This design comes from an exercise in tuning for small area, a short achievable clock period and few clock cycles per item on the open sky130 flow, not from production work.
Function was checked by simulation only, so behaviour that the tests miss may differ from the original.
Power figures rest on the tool's default switching activity, not on a simulated workload.

## lane 1
// reorder_buffer
module reorder_buffer #(
  parameter DATA_WIDTH = 32
)(
  input  logic                    clk,
  input  logic                    rst_n,
  input  logic            [3:0]   s_arid_i,
  input  logic                    s_arvalid_i,
  output logic                    s_arready_o,
  output logic [DATA_WIDTH-1:0]   s_rdata_o,
  output logic            [3:0]   s_rid_o,
  output logic                    s_rvalid_o,
  input  logic                    s_rready_i,
  output logic            [3:0]   m_arid_o,
  output logic                    m_arvalid_o,
  input  logic                    m_arready_i,
  input  logic [DATA_WIDTH-1:0]   m_rdata_i,
  input  logic            [3:0]   m_rid_i,
  input  logic                    m_rvalid_i,
  output logic                    m_rready_o
);
  logic                  ar_hand_shake;
  logic [3:0]            head_id;
  logic                  head_valid;
  logic [15:0]           head_sel;
  logic [DATA_WIDTH-1:0] stored_data;
  logic                  stored;
  logic                  arrives;
  logic                  load;
  logic                  free;
  logic                  out_valid;
  logic [3:0]            out_id;
  logic [DATA_WIDTH-1:0] out_data;
  assign m_arid_o      = s_arid_i;
  assign m_arvalid_o   = s_arvalid_i;
  assign s_arready_o   = m_arready_i;
  assign ar_hand_shake = s_arvalid_i && m_arready_i;
  assign m_rready_o    = 1'b1;
  fifo FIFO(
    .clk_i    ( clk ),
    .resetn_i ( rst_n ),
    .push_i   ( ar_hand_shake ),
    .data_i   ( s_arid_i ),
    .pop_i    ( load ),
    .head_o   ( head_id ),
    .hsel_o   ( head_sel ),
    .hvalid_o ( head_valid )
  );
  memory #(
    .DATA_WIDTH ( DATA_WIDTH )
  ) MEM (
    .clk_i    ( clk ),
    .resetn_i ( rst_n ),
    .waddr_i  ( m_rid_i ),
    .wr_i     ( m_rvalid_i ),
    .data_i   ( m_rdata_i ),
    .caddr_i  ( s_arid_i ),
    .clr_i    ( ar_hand_shake ),
    .rsel_i   ( head_sel ),
    .data_o   ( stored_data ),
    .valid_o  ( stored )
  );
  ...
Size in the first run: ~1,300 cells after synthesis, roughly 0.024 sq mm of cells after synthesis.
Settings: LEC_CHECK=0, CAP_MARGIN=20, CORE_MARGIN=2, CORE_UTILIZATION=40, CTS_CLUSTER_DIAMETER=100, CTS_CLUSTER_SIZE=30, SETUP_SLACK_MARGIN=2.65, SLEW_MARGIN=20; clock period 4.7 ns.
run.sh (not shown) runs the stock make flow with config.mk's settings and CLKGATE_MAP_FILE= SYNTH_SCRIPT=/design/flow/synth_recipe.tcl, a recipe that flattens the netlist after the stock synthesis.
Testbench counts of lane 1, summed over its fixed seeds: cycles 15,082, items 8,192.
The following lists how lane 2 was set up differently from lane 1:
# lane 1
export LEC_CHECK = 0
export CAP_MARGIN = 20
export CORE_MARGIN = 2
export CORE_UTILIZATION = 40
export CTS_CLUSTER_DIAMETER = 100
export CTS_CLUSTER_SIZE = 30
export SETUP_SLACK_MARGIN = 2.65
export SLEW_MARGIN = 20
create_clock -name core_clock -period 4.7 [get_ports {clk}]
# lane 2
export LEC_CHECK = 0
export CAP_MARGIN = 20
export CORE_MARGIN = 2
export CORE_UTILIZATION = 40
export CTS_CLUSTER_DIAMETER = 80
export CTS_CLUSTER_SIZE = 25
export SETUP_SLACK_MARGIN = 2.5
export SLEW_MARGIN = 20
export TNS_END_PERCENT = 20
create_clock -name core_clock -period 4.7 [get_ports {clk}]
==> flow/flow/run.sh (new file) <==
#!/bin/bash
# The standard layout, with the port buffers that buffer_ports inserts made
# plain sky130_fd_sc_hd__buf_2 cells instead of the delay cells it picks by
# default. The make output goes to standard.log in the work folder; each
# ORFS step keeps its own log under orfs/logs as usual.
set -euo pipefail
export BUFFER_PORTS_ARGS="-buffer_cell sky130_fd_sc_hd__buf_2"
bash standard.sh > standard.log 2>&1
==> flow/standard.sh (new file) <==
#!/bin/bash
# synth_recipe.tcl (not shown) runs the flow's synth.tcl, then flattens the netlist and writes it again
# the make line also repeats each setting of config.mk as NAME=value (left out here)
make -C /OpenROAD-flow-scripts/flow DESIGN_CONFIG=/design/flow/config.mk WORK_HOME=/design/flow/orfs CLKGATE_MAP_FILE= SYNTH_SCRIPT=/design/flow/synth_recipe.tcl "${@:-finish}"
removed: flow/run.sh
- Lane 2: done, clean on timing, DRC and antenna
- Uppermost layer routed: met5 -> lane 1, met4 -> lane 2
- [compare] base=lane 1 new=lane 2: data arrival time of the critical path has decreased, largest clock skew in the final design picked up an extra 0.012 ns.
- A worst setup path startpoint of FIFO.hsel[13] is what lane 2 shows, while FIFO.hsel[5] belongs to lane 1.
- Against lane 1, power in lane 2 came out worse.
- Diff lane 1 -> lane 2: fraction of standard cell area in multi-input logic down 1.1 points, number of buffers created by CTS now larger, area occupied by registers held steady.
- Compared with lane 1, in lane 2 peak supply drop lower, global routing usage on met3 flat.
- Per the comparison of lane 2 with lane 1, buffer count excluding the clock tree in the final layout lost about 50%, filler-free cell count of the finished design -126, global placement routability congestion now larger.
Input changes introduced in lane 3 (baseline for comparison: lane 2):
# lane 2
export LEC_CHECK = 0
export CAP_MARGIN = 20
export CORE_MARGIN = 2
export CORE_UTILIZATION = 40
export CTS_CLUSTER_DIAMETER = 80
export CTS_CLUSTER_SIZE = 25
export SETUP_SLACK_MARGIN = 2.5
export SLEW_MARGIN = 20
export TNS_END_PERCENT = 20
create_clock -name core_clock -period 4.7 [get_ports {clk}]
# lane 3
export LEC_CHECK = 0
export CAP_MARGIN = 20
export CORE_MARGIN = 2
export CORE_UTILIZATION = 40
export CTS_CLUSTER_DIAMETER = 80
export CTS_CLUSTER_SIZE = 25
export SETUP_SLACK_MARGIN = 2.5
export SLEW_MARGIN = 20
create_clock -name core_clock -period 4.7 [get_ports {clk}]
==> flow/flow/run.sh <==
#!/bin/bash
# The standard layout, with the port buffers that buffer_ports inserts made
# plain sky130_fd_sc_hd__buf_2 cells instead of the delay cells it picks by
# default, and gates off the critical paths downsized after global
# route. The make output goes to standard.log in the work folder; each
# ORFS step keeps its own log under orfs/logs as usual.
set -euo pipefail
export BUFFER_PORTS_ARGS="-buffer_cell sky130_fd_sc_hd__buf_2"
# after the timing repair at global route, downsize gates off the critical paths
export RECOVER_POWER=100
bash standard.sh > standard.log 2>&1
--- outcome ---
From the logs: lane 3 reached the end of the flow and failed the layout checks with max-capacitance violations, max-slew violations. Wire length ended up about 15% higher on lane 3 than on lane 2. Lane 3 reports a higher routed via count than lane 2 does. Comparing lane 3 against lane 2, there is no change at all in number of distinct standard cells referenced by the synthesized netlist. Re proportion of power drawn by flip-flops and latches: lane 3 is 0.6 points up on lane 2. Of the two values seen for launching element of the worst setup path, FIFO.hsel[13] was produced by lane 2 and FIFO.hsel[5] by lane 3. Sort lane 2 and lane 3 by required time at the endpoint of the critical path asc -> top: lane 2. Sequential share of layout area of lane 3 is on par with lane 2.
> inputs changed (lane 3 -> lane 4)
==> flow/flow/run.sh <==
#!/bin/bash
# The standard layout, with the port buffers that buffer_ports inserts made
# plain sky130_fd_sc_hd__buf_2 cells instead of the delay cells it picks by
# default. The make output goes to standard.log in the work folder; each
# ORFS step keeps its own log under orfs/logs as usual.
set -euo pipefail
export BUFFER_PORTS_ARGS="-buffer_cell sky130_fd_sc_hd__buf_2"
bash standard.sh > standard.log 2>&1
==> comparison <==
Lane 4: PASS, flow complete, no timing, DRC or antenna violations. Side by side, proportion of cell area occupied by multi-input gates turned out higher in lane 4 than in lane 3. Taking lane 3 as the reference, in lane 4 final core utilization shows an increase of 0.88 points; sequential fraction of design power shows a reduction of 0.3 points. Looking at cell with the largest stage delay on the worst path, the sky130_fd_sc_hd__edfxtp_1 result is from lane 4; the sky130_fd_sc_hd__and2_0 one comes from lane 3.
Here is what was changed in the inputs of lane 5 compared with lane 4.
# lane 4
export LEC_CHECK = 0
export CAP_MARGIN = 20
export CORE_MARGIN = 2
export CORE_UTILIZATION = 40
export CTS_CLUSTER_DIAMETER = 80
export CTS_CLUSTER_SIZE = 25
export SETUP_SLACK_MARGIN = 2.5
export SLEW_MARGIN = 20
create_clock -name core_clock -period 4.7 [get_ports {clk}]
# lane 5
export LEC_CHECK = 0
export CAP_MARGIN = 20
export CORE_MARGIN = 2
export CORE_UTILIZATION = 40
export CTS_CLUSTER_DIAMETER = 70
export CTS_CLUSTER_SIZE = 30
export SETUP_SLACK_MARGIN = 2.5
export SLEW_MARGIN = 20
create_clock -name core_clock -period 4.7 [get_ports {clk}]
Notes after the runs:
Every run (lane 4 and lane 5) finished clean.
When lane 5 is set beside lane 4, its non-clock buffer count turns out to be 4 smaller.
Comparing lane 4 and lane 5, the higher clock skew was measured on lane 5.
On critical path depth in cells: between lane 4 and lane 5, it ends up higher for lane 4.
Between lane 4 and lane 5, the share of final layout cell area taken by non-clock buffers figures differ only marginally.
Proportion of power drawn by combinational gates for lane 5: 0.3 points down relative to lane 4
Lane 5 against lane 4: number of instances resized during post-cts repair up 1; design area up about 1.5%; final standard cell count with taps included and fillers excluded flat; total chip power up 5.1%; via count up 1.4%.
After detailed routing, lane 4 needs less wire than lane 5.

re-timing with driven ports:
The flow's constraints put no driver on any port. The routed layouts listed below were extracted and timed again, unchanged, in two steps. Step 1 assumes that a clkbuf_16 drives the clock port and a buf_2 every other input. Step 2 moves the port delays by t, midway between the first and last clock arrival at a register: inputs arrive t later, outputs are due t later. That takes back most of the time a late clock gives input paths. Slacks: ideal / step 1 / step 2; pairs: ideal / step 1.
| run | shift t [ns] | slack for setup (ns) | worst setup path after step 2 |
|---|---|---|---|
| lane 1 | 0.669 | 2.401 / 2.401 / 2.026 | input to register |
| lane 2 | 0.621 | 2.426 / 2.426 / 1.950 | input to register |
| lane 3 | 0.698 | 1.490 / 1.490 / 0.938 | input to register |
| lane 4 | 0.700 | 2.495 / 2.459 / 1.856 | input to register |
| lane 5 | 0.631 | 2.447 / 2.460 / 1.852 | input to register |
The setup slack of lane 4, which loses most, moves by -0.036 ns with the drivers and by -0.639 ns with both steps.
